Background: an optimization exercise with open tools, aiming at small area and a short achievable clock period. Do not read the settings as production practice.
In this exercise RTL edits were held to simulation tests only and were not proved equivalent to the original.

==> flow/design.v, too long to show whole: its modules and the start of the top module <==
// module next_rcv_seq_counter: 13 lines
// module ack_nak_lat_timer: 40 lines
// module lcrc_lo: 749 lines
// module lcrc_hs: 256 lines
// module lcrc_fin: 159 lines
// module CRC_CHK: 21 lines
// module DLL_RX_TOP: 138 lines
module DLL_RX_TOP (
    input  wire         clk,
    input  wire         rst,
    input  wire         DL_Down,
    input  wire [127:0] I_DLL,
    input  wire         In_vld,
    input  wire [5:0]   In_len,
    input  wire         In_end,
    input  wire         In_type,
    input  wire         initiate_ack,
    input  wire         initiate_nak,
    output wire [127:0] Data_o,
    output wire         Data_vld,
    output wire         Data_end,
    output wire [5:0]   Data_len,
    output wire [11:0]  req_seq_num,
    output wire         schedule_ack,
    output wire         NAK_SCHEDULED,
    output wire         CRC_CHK_vld_dllp,
    output wire         ack_nak_time_out
);
  // ...
==> flow/flow/run.sh <==
#!/bin/bash
# The standard ORFS layout (standard.sh), with these changes:
#  - synthesis (hierarchical, SYNTH_HIERARCHICAL 1 in config.mk, then
#    flattened by synth_recipe.tcl) maps the largest LCRC XOR network
#    (lcrc_lo) with the standard ABC script, the DLLP check with a
#    delay-targeted one and the rest with an area-oriented one
#    (flow/synth.tcl, flow/abc_*.script);
#  - after synthesis, flow/netlist_edit.py splits each xor3/xnor3 cell into two
#    2-input cells and sets upsized combinational cells back to size 1 (same
#    netlist structure and registers; the layout's repair steps resize);
#  - ports are buffered with sky130_fd_sc_hd__buf_1 instead of the resizer's
#    default choice (a delay cell);
#  - repair_timing aims for 22 ns of setup slack, so it speeds up the
#    combinational DLLP check from the I_DLL ports to CRC_CHK_vld_dllp.
# ORFS writes each step's log under orfs/logs; make's output goes to
# synth.log and standard.log, the netlist edit's to netlist_edit.log.
set -eo pipefail
export FLOW_DIR=$PWD/flow
export FLOW_SYNTH_TCL=$PWD/synth_recipe.tcl
export ABC_SPEED_MODULES="lcrc_lo"
export ABC_DLLP_MODULES="CRC_CHK"
ARGS=(SYNTH_SCRIPT=$PWD/flow/synth.tcl BUFFER_PORTS_ARGS="-buffer_cell sky130_fd_sc_hd__buf_1" SETUP_SLACK_MARGIN=22)
RES=$PWD/orfs/results/$FLOW_PLATFORM/DLL_RX_TOP/base
bash standard.sh "${ARGS[@]}" synth > synth.log 2>&1
cp $RES/1_2_yosys.v $RES/1_2_yosys.orig.v
python3 flow/netlist_edit.py $RES/1_2_yosys.v \
  $FLOW_HOME/platforms/$FLOW_PLATFORM/lib/sky130_fd_sc_hd__tt_025C_1v80.lib > netlist_edit.log 2>&1
rm -f $RES/1_synth.odb $RES/1_synth.sdc
bash standard.sh "${ARGS[@]}" finish > standard.log 2>&1
==> flow/flow/abc_area.script <==
&get -n
&st
&dch
&nf -R 1000
&put
==> flow/flow/abc_dllp.script <==
strash
dch
map -D 1400
==> flow/flow/netlist_edit.py <==
#!/usr/bin/env python3
"""Cell-level clean-up of the synthesized netlist (1_2_yosys.v), keeping its
structure and every register as synthesis made it:
  - each 3-input XOR/XNOR cell becomes two 2-input cells (xor3/xnor3 are
    larger than two xor2/xnor2);
  - combinational cells that synthesis upsized are set back to drive
    strength 1 (the layout's repair_design / repair_timing size them again
    where timing or slew needs it).
usage: netlist_edit.py NETLIST LIBERTY   (rewrites NETLIST in place)"""
import re, sys

path, lib = sys.argv[1], sys.argv[2]
text = open(path).read()
cells = set(re.findall(r'cell\s*\(\s*"?(sky130_fd_sc_hd__\w+)"?\s*\)', open(lib).read()))

inst_re = re.compile(r'^(\s*)(sky130_fd_sc_hd__\w+)\s+(\S+)\s*\((.*?)\);', re.S | re.M)
keep_prefix = ('df', 'edf', 'sdf', 'sedf', 'dl', 'clk', 'buf', 'conb', 'tap', 'fill', 'decap',
               'diode', 'lpflow', 'probe', 'inv', 'bufinv')
counts = {'split': 0, 'down': 0}
new_wires = []

def sub(m):
    ind, typ, name, body = m.groups()
    base = typ[len('sky130_fd_sc_hd__'):]
    fn, _, size = base.rpartition('_')
    # keep each connection verbatim: an escaped name needs its trailing space
    pins = dict(re.findall(r'\.(\w+)\(([^()]*)\)', body))
    if fn in ('xor3', 'xnor3'):
        counts['split'] += 1
        w = f"_nled_{counts['split']}_"
        new_wires.append(w)
        first = 'xnor2' if fn == 'xnor3' else 'xor2'
        fo = 'Y' if first == 'xnor2' else 'X'
        return (f"{ind}sky130_fd_sc_hd__{first}_1 {name}_a (\n{ind}  .A({pins['A']}),\n{ind}  .B({pins['B']}),\n"
                f"{ind}  .{fo}({w})\n{ind});\n"
                f"{ind}sky130_fd_sc_hd__xor2_1 {name}_b (\n{ind}  .A({w}),\n{ind}  .B({pins['C']}),\n"
                f"{ind}  .X({pins['X']})\n{ind});")
    if size not in ('0', '1') and not fn.startswith(keep_prefix) and f"sky130_fd_sc_hd__{fn}_1" in cells:
        counts['down'] += 1
        return f"{ind}sky130_fd_sc_hd__{fn}_1 {name} ({body});"
    return m.group(0)

text = inst_re.sub(sub, text)
if new_wires:
    # declare the new nets right after the module header
    decl = "".join(f"  wire {w};\n" for w in new_wires)
    text = re.sub(r'(module\s+DLL_RX_TOP\s*\(.*?\);\n)', lambda m: m.group(1) + decl, text, count=1, flags=re.S)
open(path, 'w').write(text)
print(f"netlist_edit: split {counts['split']} xor3/xnor3 cells, downsized {counts['down']} cells")
==> flow/flow/synth.tcl <==
# The standard flow's synthesis script (synth_recipe.tcl, unchanged) with one change to the
# ABC mapping: the modules listed in ABC_SPEED_MODULES (the largest LCRC XOR network)
# are mapped with the standard script, as in the standard flow's own synthesis, the
# modules in ABC_DLLP_MODULES (the DLLP check, the critical path) with
# flow/abc_dllp.script (delay-targeted), and everything else with
# flow/abc_area.script (area-oriented).  Registers are mapped before ABC and
# are not affected.
proc abc {args} {
  set i [lsearch -exact $args -script]
  set speed $args
  set dllp $args
  lset dllp [expr {$i + 1}] $::env(FLOW_DIR)/abc_dllp.script
  lset args [expr {$i + 1}] $::env(FLOW_DIR)/abc_area.script
  foreach m $::env(ABC_SPEED_MODULES) { yosys abc {*}$speed $m }
  foreach m $::env(ABC_DLLP_MODULES) { yosys abc {*}$dllp $m }
  yosys abc {*}$args
}
source $::env(FLOW_SYNTH_TCL)
==> flow/standard.sh <==
#!/bin/bash
# synth_recipe.tcl (not shown) runs the flow's synth.tcl, then flattens the netlist and writes it again
# the make line also repeats each setting of config.mk as NAME=value (left out here)
make -C /OpenROAD-flow-scripts/flow DESIGN_CONFIG=/design/flow/config.mk WORK_HOME=/design/flow/orfs CLKGATE_MAP_FILE= SYNTH_SCRIPT=/design/flow/synth_recipe.tcl "${@:-finish}"
==> flow/config.mk <==
export PLATFORM = sky130hd
export DESIGN_NAME = DLL_RX_TOP
export DESIGN_NICKNAME = DLL_RX_TOP
export VERILOG_FILES = /design/flow/design.v
export SDC_FILE = /design/flow/constraint.sdc
export NUM_CORES = 4
export LEC_CHECK = 0
export CAP_MARGIN = 20
export CORE_MARGIN = 2
export CORE_UTILIZATION = 40
export CTS_BUF_LIST = sky130_fd_sc_hd__clkbuf_8
export CTS_CLUSTER_DIAMETER = 90
export CTS_CLUSTER_SIZE = 16
export SLEW_MARGIN = 20
export SYNTH_HIERARCHICAL = 1
==> flow/constraint.sdc <==
create_clock -name core_clock -period 40.0 [get_ports {clk}]
set_input_delay 8.0000 -clock core_clock [delete_from_list [all_inputs] [get_ports {clk}]]
set_output_delay 8.0000 -clock core_clock [all_outputs]
set_load 0.01 [all_outputs]
==> results_dict.tcl, run 1 <==
set metrics [dict create \
    status "timing/DRC/antenna clean" \
    multi_input_area_sq_um 17240 \
    core_area_sq_um 91660 \
    finalHoldViolations 0 \
    seq-cell-share 0.4613 \
    slew_headroom 0.2679 \
    clk_latency_ns 0.72 \
    vias 24260 \
    final_layout_size_suffix_gt1_frac 0.07212 \
    seq_cell_count 658 \
    use_met3 0.03243 \
    global_route.usage.met1 0.3333 \
    cap_viol_max_count 0 \
    min_path_type "flop to flop" \
    std_cell_rows 111 \
    gp_congestion 0.9965 \
    syn-mean-instance-area_sq_um 12.12 \
    route.met3.wl_um 8445 \
    io_buffer_count 292 \
    area_delta_synth_final_pct 11.26 \
    start_util 0.4032 \
    grt.busiest_layer "met2" \
    report.final.slew_viol_count 0 \
    clk_pin_slew_ns 0.11 \
    wl_met1_um 49940 \
    min_from "dlen[3]$_SDFFE_PN0P_" \
]
==> module ack_nak_lat_timer, before the edit <==
module ack_nak_lat_timer (
    input  wire clk,
    input  wire rst,
    input  wire lat_timer_start,
    input  wire nak_scheduled,
    output reg  ack_nak_time_out
);
    localparam [1:0] IDLE = 2'd0, RUN = 2'd1, HALT = 2'd2;
    localparam [8:0] L300 = 9'h1A7;
    reg [1:0] st, st_n;
    reg [8:0] timer, timer_n;
    reg       to_r;
    wire [8:0] timer_inc = {timer[7:0], ~(timer[8] ^ timer[4])};
    always @(posedge clk or negedge rst) begin
        if (!rst) begin st <= IDLE; timer <= 9'd0; to_r <= 1'b0; end
        else begin st <= st_n; timer <= timer_n; to_r <= ack_nak_time_out; end
    end
    always @(*) begin
        ack_nak_time_out = to_r;
        timer_n = 9'd0;
        st_n = IDLE;
        case (st)
            IDLE: begin
                st_n    = lat_timer_start ? RUN : IDLE;
                timer_n = {8'd0, lat_timer_start};
            end
            RUN: begin
                if (timer == L300) begin
                    st_n = HALT; ack_nak_time_out = 1'b1; timer_n = timer;
                end else begin
                    timer_n = timer_inc;
                    if (nak_scheduled) st_n = HALT;
                    else begin st_n = RUN; ack_nak_time_out = 1'b0; end
                end
            end
            HALT: st_n = lat_timer_start ? RUN : IDLE;
            default: begin st_n = IDLE; ack_nak_time_out = 1'b0; timer_n = timer; end
        endcase
    end
endmodule
==> inputs of run 2 (changes only) <==
--- a/flow/design.v
+++ b/flow/design.v
@@ -19,11 +19,9 @@
     output reg  ack_nak_time_out
 );
     localparam [1:0] IDLE = 2'd0, RUN = 2'd1, HALT = 2'd2;
-    localparam [8:0] L300 = 9'h1A7;
     reg [1:0] st, st_n;
     reg [8:0] timer, timer_n;
     reg       to_r;
-    wire [8:0] timer_inc = {timer[7:0], ~(timer[8] ^ timer[4])};
     always @(posedge clk or negedge rst) begin
         if (!rst) begin st <= IDLE; timer <= 9'd0; to_r <= 1'b0; end
         else begin st <= st_n; timer <= timer_n; to_r <= ack_nak_time_out; end
@@ -38,10 +36,10 @@
                 timer_n = {8'd0, lat_timer_start};
             end
             RUN: begin
-                if (timer == L300) begin
+                if (timer == 9'd300) begin
                     st_n = HALT; ack_nak_time_out = 1'b1; timer_n = timer;
                 end else begin
-                    timer_n = timer_inc;
+                    timer_n = timer + 9'd1;
                     if (nak_scheduled) st_n = HALT;
                     else begin st_n = RUN; ack_nak_time_out = 1'b0; end
                 end
--- a/flow/flow/run.sh
+++ b/flow/flow/run.sh
@@ -2,9 +2,9 @@
 # The standard ORFS layout (standard.sh), with these changes:
 #  - synthesis (hierarchical, SYNTH_HIERARCHICAL 1 in config.mk, then
 #    flattened by synth_recipe.tcl) maps the largest LCRC XOR network
-#    (lcrc_lo) with the standard ABC script, the DLLP check with a
-#    delay-targeted one and the rest with an area-oriented one
-#    (flow/synth.tcl, flow/abc_*.script);
+#    (lcrc_lo) with the standard ABC script's restructuring but an
+#    area-oriented last mapping, the DLLP check with a delay-targeted script
+#    and the rest with an area-oriented one (flow/synth.tcl, flow/abc_*.script);
 #  - after synthesis, flow/netlist_edit.py splits each xor3/xnor3 cell into two
 #    2-input cells and sets upsized combinational cells back to size 1 (same
 #    netlist structure and registers; the layout's repair steps resize);
@@ -17,7 +17,7 @@
 set -eo pipefail
 export FLOW_DIR=$PWD/flow
 export FLOW_SYNTH_TCL=$PWD/synth_recipe.tcl
-export ABC_SPEED_MODULES="lcrc_lo"
+export ABC_LO_MODULES="lcrc_lo"
 export ABC_DLLP_MODULES="CRC_CHK"
 ARGS=(SYNTH_SCRIPT=$PWD/flow/synth.tcl BUFFER_PORTS_ARGS="-buffer_cell sky130_fd_sc_hd__buf_1" SETUP_SLACK_MARGIN=22)
 RES=$PWD/orfs/results/$FLOW_PLATFORM/DLL_RX_TOP/base
==> flow/flow/abc_lo.script (new file) <==
&get -n
&st
&dch
&nf
&st
&syn2
&if -g -K 6
&synch2
&nf
&st
&syn2
&if -g -K 6
&synch2
&nf
&st
&syn2
&if -g -K 6
&synch2
&nf
&st
&syn2
&if -g -K 6
&synch2
&nf
&st
&syn2
&if -g -K 6
&synch2
&nf -R 1000
&put
==> flow/flow/synth.tcl (replaced) <==
# The standard flow's synthesis script (synth_recipe.tcl, unchanged) with one change to the
# ABC mapping, module by module (SYNTH_HIERARCHICAL 1):
#  - ABC_LO_MODULES (the largest LCRC XOR network) get flow/abc_lo.script:
#    ORFS's abc_speed.script with its last mapping area-oriented and without
#    its final buffering and sizing;
#  - ABC_DLLP_MODULES (the DLLP check, the critical path) get
#    flow/abc_dllp.script (delay-targeted mapping);
#  - everything else gets flow/abc_area.script (area-oriented).
# Registers are mapped before ABC and are not affected.
proc abc {args} {
  set i [lsearch -exact $args -script]
  set lo $args
  lset lo [expr {$i + 1}] $::env(FLOW_DIR)/abc_lo.script
  set dllp $args
  lset dllp [expr {$i + 1}] $::env(FLOW_DIR)/abc_dllp.script
  lset args [expr {$i + 1}] $::env(FLOW_DIR)/abc_area.script
  foreach m $::env(ABC_LO_MODULES) { yosys abc {*}$lo $m }
  foreach m $::env(ABC_DLLP_MODULES) { yosys abc {*}$dllp $m }
  yosys abc {*}$args
}
source $::env(FLOW_SYNTH_TCL)
--- a/flow/config.mk
+++ b/flow/config.mk
@@ -9,7 +9,7 @@
 export CORE_MARGIN = 2
 export CORE_UTILIZATION = 40
 export CTS_BUF_LIST = sky130_fd_sc_hd__clkbuf_8
-export CTS_CLUSTER_DIAMETER = 90
-export CTS_CLUSTER_SIZE = 16
+export CTS_CLUSTER_DIAMETER = 100
+export CTS_CLUSTER_SIZE = 14
 export SLEW_MARGIN = 20
 export SYNTH_HIERARCHICAL = 1
==> results_dict.tcl, run 2 <==
set metrics [dict create \
    wl_met1_um 51620 \
    die_h_um 306.3 \
    core_area_sq_um 90290 \
    io_buffer_count 292 \
    synth_area_sq_um 36560 \
    cp_common_cell "xor2_1" \
    drc 0 \
    worst_setup_path_end_kind "primary output" \
    fin_crit_ns 17.96 \
    critPathBufInv 3 \
    slowest_delay_ns 0.33 \
    cts_sinks 658 \
    path_delay_family "XOR/XNOR gates" \
    worst_pin_slew_ns 1.137 \
    layout.nets 3574 \
    period_share 0.4489 \
    cts_root_buffer "clkbuf_8" \
    r2r-start "R[24]$_SDFF_PN1_" \
    syn_nets 3140 \
    syn-mean-instance-area_sq_um 12.28 \
    grt_pass1_wl_um 166400 \
    cap_viol_max_count 0 \
    finalHoldViolations 0 \
    timing.fmax_mhz 55.69 \
    grt_max_degree 99 \
    rsz0062_at_grt "yes" \
    gp_congestion 1.003 \
    report.final.slew_viol_count 0 \
    numCtsBuffers 53 \
    rrSetupSlack_ns 33.35 \
    first_global_vias 23630 \
    r2r_cells 18 \
    die_area_sq_um 93830 \
    finalSetupViolCount 0 \
    route.met3.wl_um 8541 \
    crit_required_ns 32.00 \
    ys_warn_count 9 \
    clk_latency_ns 0.73 \
    synth_cells 2977 \
    cts_buffer_depth 3 \
    min_from "dlen[1]$_SDFFE_PN0P_" \
    status "timing/DRC/antenna clean" \
    firstDrtPassIters 6 \
    worst_path_max_delay_cell "buf_4" \
    worstPathArrival_ns 9.96 \
    slew_headroom 0.2396 \
    worstPathCellList "buf_1, buf_4, xnor2_4, xor2_1, xor2_1, xnor2_1, xor2_1, nand3_1, nor3_4, buf_2" \
    r2r-end "crc_ok$_DFFE_PN_" \
    die_w_um 306.3 \
    crit_path_start_kind "input pin" \
    crit_path_max_fanout 11 \
    clk_pin_slew_ns 0.09 \
    dr_wl_met2_um 54740 \
    mostFrequentLayoutCell "xnor2_1" \
    ios 294 \
    final_layout_size_suffix_gt1_frac 0.08387 \
    gr-total-overflow 0 \
    vias_per_cell 5.319 \
    dp_hpwl_um 83390 \
    min_to "dlen[1]$_SDFFE_PN0P_" \
    critical_path_class "input pin to primary output" \
    cts.hold.buffers_added 0 \
    antenna_found_initial 6 \
    vias 24600 \
    area_delta_synth_final_pct 13.16 \
    dr.max_layer_used "met5" \
    drt-initial-drc-count 2812 \
    final_cell_mix "xnor2_1 (910), edfxtp_1 (542), xor2_1 (377), nand2_1 (323), buf_1 (282)" \
    fin_setup_tns_ns 0 \
    ant_nets 0 \
    std_cell_rows 110 \
    min_path_cells 2 \
    htree_num_levels 2 \
    start_util 0.4049 \
    min_path_type "flop to flop" \
    skew_ns 0.03882 \
    routedWlPerCell_um 25.67 \
    cts_tree "yes" \
    detail_route.wirelength_um 118700 \
    grtUsageTotal 0.2432 \
]
==> run 2: cell types whose count changed in the layout (fill, tap and decap cells not counted), moves of 5 or more <==
cell / previous run / this run
a21oi_1: 90 / 85
buf_4: 104 / 150
clkbuf_8: 50 / 55
inv_1: 19 / 30
xnor2_1: 835 / 910
xor2_1: 484 / 377
==> run 2: repair_timing <==
action                                  in CTS  in global routing
endpoints found under the setup margin       1                  1
cloned                                       0                  4
setup buffers                                0                 72
gates resized for setup                     17                106
pin swaps                                    1                 26
endpoints found under the hold margin        0                  0
==> run 2: worst max-delay path by stage <==
| stage | start | cells after the start | slack [ns] | endpoint |
|---|---|---|---|---|
| 6_report | I_DLL[99] | 10 | 22.04 | CRC_CHK_vld_dllp |
| 4_1_cts | I_DLL[89] | 11 | 22.01 | CRC_CHK_vld_dllp |
| 3_5_place_dp | I_DLL[123] | 10 | 21.56 | CRC_CHK_vld_dllp |
| 5_1_grt | I_DLL[83] | 11 | 21.96 | CRC_CHK_vld_dllp |
| 3_3_place_gp | I_DLL[123] | 10 | 21.59 | CRC_CHK_vld_dllp |
| 2_1_floorplan | In_vld | 2 | 19.88 | H0[0]$_DFFE_PP_ |
==> run 2: area by class of cell <==
class                           count  area, sq um
Inverter                           27        101.3
Tap cell                         1176         1471
Antenna cell                        2        5.005
Sequential cell                   658        18970
Timing Repair Buffer              475         2839
Clock buffer                       55        757.0
Clock inverter                     35        158.9
Multi-Input combinational cell   2196        17070
Fill cell                        8356        48920
==> run 2: tightest hold or removal path, cell delays in order, from the launching register on <==
cell	delay [ns]
dfxtp_1	0.34
nand2_1	0.05
o21ai_0	0.06
==> run 2: routing by layer <==
metal	global-route usage	up-vias
li1	-	11200
met1	0.3395	12200
met2	0.3923	1011
met3	0.03553	181
met4	0.07216	6
met5	0	-
==> run 2: per-stage QoR <==
step | worst slack [ns] | utilization | area, sq um | hold WS, ns | cells
final | 22.04 | 0.4582 | 41370 | 0.4691 | 4624
after global routing | 21.96 | 0.4582 | 41370 | 0.4755 | 4624
after CTS | 22.01 | 0.4461 | 40280 | 0.4719 | 4546
after detailed placement | 21.56 | 0.4352 | 39290 | 0.4500 | 4456
after global placement | 21.59 | 0.4351 | 39280 | 0.4386 | 4456
after floorplan | 19.88 | - | 36560 | 0.4426 | 2977
==> inputs of run 3 (changes only) <==
--- a/flow/design.v
+++ b/flow/design.v
@@ -19,9 +19,11 @@
     output reg  ack_nak_time_out
 );
     localparam [1:0] IDLE = 2'd0, RUN = 2'd1, HALT = 2'd2;
+    localparam [8:0] L300 = 9'h1A7;
     reg [1:0] st, st_n;
     reg [8:0] timer, timer_n;
     reg       to_r;
+    wire [8:0] timer_inc = {timer[7:0], ~(timer[8] ^ timer[4])};
     always @(posedge clk or negedge rst) begin
         if (!rst) begin st <= IDLE; timer <= 9'd0; to_r <= 1'b0; end
         else begin st <= st_n; timer <= timer_n; to_r <= ack_nak_time_out; end
@@ -36,10 +38,10 @@
                 timer_n = {8'd0, lat_timer_start};
             end
             RUN: begin
-                if (timer == 9'd300) begin
+                if (timer == L300) begin
                     st_n = HALT; ack_nak_time_out = 1'b1; timer_n = timer;
                 end else begin
-                    timer_n = timer + 9'd1;
+                    timer_n = timer_inc;
                     if (nak_scheduled) st_n = HALT;
                     else begin st_n = RUN; ack_nak_time_out = 1'b0; end
                 end
==> results_dict.tcl, run 3 <==
set metrics [dict create \
    gr-total-overflow 0 \
    finalSetupViolCount 0 \
    finalHoldViolations 0 \
    drt-initial-drc-count 2330 \
    clk_latency_ns 0.72 \
    area_delta_synth_final_pct 11.87 \
    layout.nets 3513 \
    min_path_type "flop to flop" \
    dp_hpwl_um 81180 \
    numCtsBuffers 54 \
    ios 294 \
    placedCellCount 4423 \
    die_w_um 305.7 \
    hold_ws_ns 0.4611 \
    first_global_vias 23180 \
    use_met2 0.3940 \
    final_util 0.4517 \
    grt_pass1_wl_um 163000 \
    slew_headroom 0.2216 \
    ant_nets 0 \
    antenna_found_initial 11 \
    skew_ns 0.03095 \
    cts_buffer_depth 3 \
    critical_path_class "input pin to primary output" \
    stdcell_count 4569 \
    clk_pin_slew_ns 0.09 \
    ys_warn_count 9 \
    period_share 0.4485 \
    std_cell_rows 110 \
    syn_nets 3118 \
    cap_viol_max_count 0 \
    cts.hold.buffers_added 0 \
    crit_path_max_fanout 10 \
    worstPathArrival_ns 9.94 \
    grt.busiest_layer "met2" \
    cts_root_buffer "clkbuf_8" \
    cts_sinks 658 \
    fin_setup_tns_ns 0 \
    io_buffer_count 292 \
    grtUsageTotal 0.2397 \
    gp_congestion 0.9999 \
    fin_crit_ns 17.94 \
    vias_per_cell 5.242 \
    crit_required_ns 32.00 \
    crit_path_start_kind "input pin" \
    worst_setup_path_end_kind "primary output" \
    start_util 0.4037 \
    routedWlPerCell_um 25.19 \
    synth_area_sq_um 36400 \
    rsz0062_at_grt "no" \
    mostFrequentLayoutCell "xnor2_1" \
    core_area_sq_um 90150 \
    worst_pin_slew_ns 1.159 \
    timing.fmax_mhz 55.75 \
    report.final.slew_viol_count 0 \
    use_met3 0.04000 \
    cts_tree "yes" \
    firstDrtPassIters 8 \
    final_layout_size_suffix_gt1_frac 0.07318 \
    global_route.usage.met1 0.3248 \
    status "timing/DRC/antenna clean" \
    htree_num_levels 2 \
    syn-mean-instance-area_sq_um 12.30 \
    grt_max_degree 113 \
    detail_route.wirelength_um 115100 \
    setup_ws_ns 22.06 \
    final_cell_mix "xnor2_1 (924), edfxtp_1 (542), xor2_1 (362), nand2_1 (323), buf_1 (282)" \
    die_h_um 305.7 \
    place_ws_ns 21.39 \
    vias 23950 \
    synth_cells 2959 \
    drc 0 \
    die_area_sq_um 93420 \
]
-- run 3: cell count changes in the layout (fill, tap and decap cells not counted), sizes merged, moves of 4 or more --
cell   delta
a21oi     +6
inv       -5
ha        -4
xor2     -18
xnor2    +10
buf      -37
-- run 3: path summary, 6_finish.rpt --
check / to / startpoint / slack, ns / cells past startpoint
setup reg to reg: crc_ok$_DFFE_PN_ / R[24]$_SDFF_PN1_ / 33.48 / 18
hold reg to reg: dlen[2]$_SDFFE_PN0P_ / dlen[2]$_SDFFE_PN0P_ / 0.46 / 2
min in group asynchronous: req_r[1]$_DFF_PN0_ / rst / 7.11 / 1
hold / removal: dlen[2]$_SDFFE_PN0P_ / dlen[2]$_SDFFE_PN0P_ / 0.46 / 2
setup / recovery: CRC_CHK_vld_dllp / I_DLL[125] / 22.06 / 11
max in group asynchronous: SC[20]$_DFFE_PN0P_ / rst / 31.92 / 3
-- run 3: layer usage --
| layer | part of all wire | wire, um |
|---|---|---|
| met5 | 0.00078 | 90 |
| met4 | 0.030 | 3463 |
| met3 | 0.070 | 8091 |
| met2 | 0.47 | 54200 |
| met1 | 0.43 | 49250 |
-- run 3: through the flow --
| stage | area, sq um |
|---|---|
| global placement | 39020 |
| floorplan | 36400 |
| CTS | 40100 |
| detailed placement | 39020 |
| finish | 40720 |
| global route | 40720 |
-- run 3: critical path: stages --
cell and delay [ns]:
buf_1 0.06, buf_4 0.22, xor2_1 0.20, xnor2_1 0.16, xor2_1 0.19, xor2_1 0.29, nor2_1 0.07, a21oi_1 0.13
nand4_1 0.16, nor3_4 0.25, buf_2 0.17
-- run 3: area by class of cell --
class                           count  area (sq um)
Timing Repair Buffer              435          2391
Clock buffer                       56         770.7
Multi-Input combinational cell   2181         16810
Tap cell                         1176          1471
Clock inverter                     35         203.9
Fill cell                        8476         49430
Inverter                           24         90.09
Antenna cell                        4         10.01
Sequential cell                   658         18970
-- run 3: repair_timing --
action | in CTS | in global routing
gates resized for setup | 41 | 48
setup endpoints to repair | 1 | 1
pin swaps | 1 | 12
setup buffers | 0 | 50

==> what the ideal ports hide <==
Ports are ideal in the flow. The routed layouts listed here were re-timed in OpenROAD. Step 1 (the two cells are an assumption about what drives the block):
set clk [get_ports {clk}]
set_driving_cell -lib_cell sky130_fd_sc_hd__clkbuf_16 $clk
set_driving_cell -lib_cell sky130_fd_sc_hd__buf_2 [delete_from_list [all_inputs] $clk]
Step 2, shift: input delay + t, output delay - t, t = (earliest + latest rising clock arrival at the registers) / 2. This alone moves slack from input paths to output paths. Slacks: no drivers / after step 1 / after step 2; pairs: no drivers / after step 1.
| run | t, ns | setup WS [ns] | clock arrival spread, ns | worst slew at a driven data input, ns | pins driven straight from the clock port |
|---|---|---|---|---|---|
| run 1 | 0.762 | 21.981 / 21.934 / 21.934 | 0.063 / 0.062 | 0.09 | 1 |
| run 2 | 0.780 | 22.044 / 22.018 / 22.018 | 0.046 / 0.046 | 0.10 | 1 |
| run 3 | 0.787 | 22.061 / 22.017 / 22.017 | 0.043 / 0.044 | 0.09 | 1 |
After both steps every run listed still meets setup and hold. The setup slack of run 1, which loses most, moves by -0.047 ns with the drivers and by -0.047 ns with both steps.
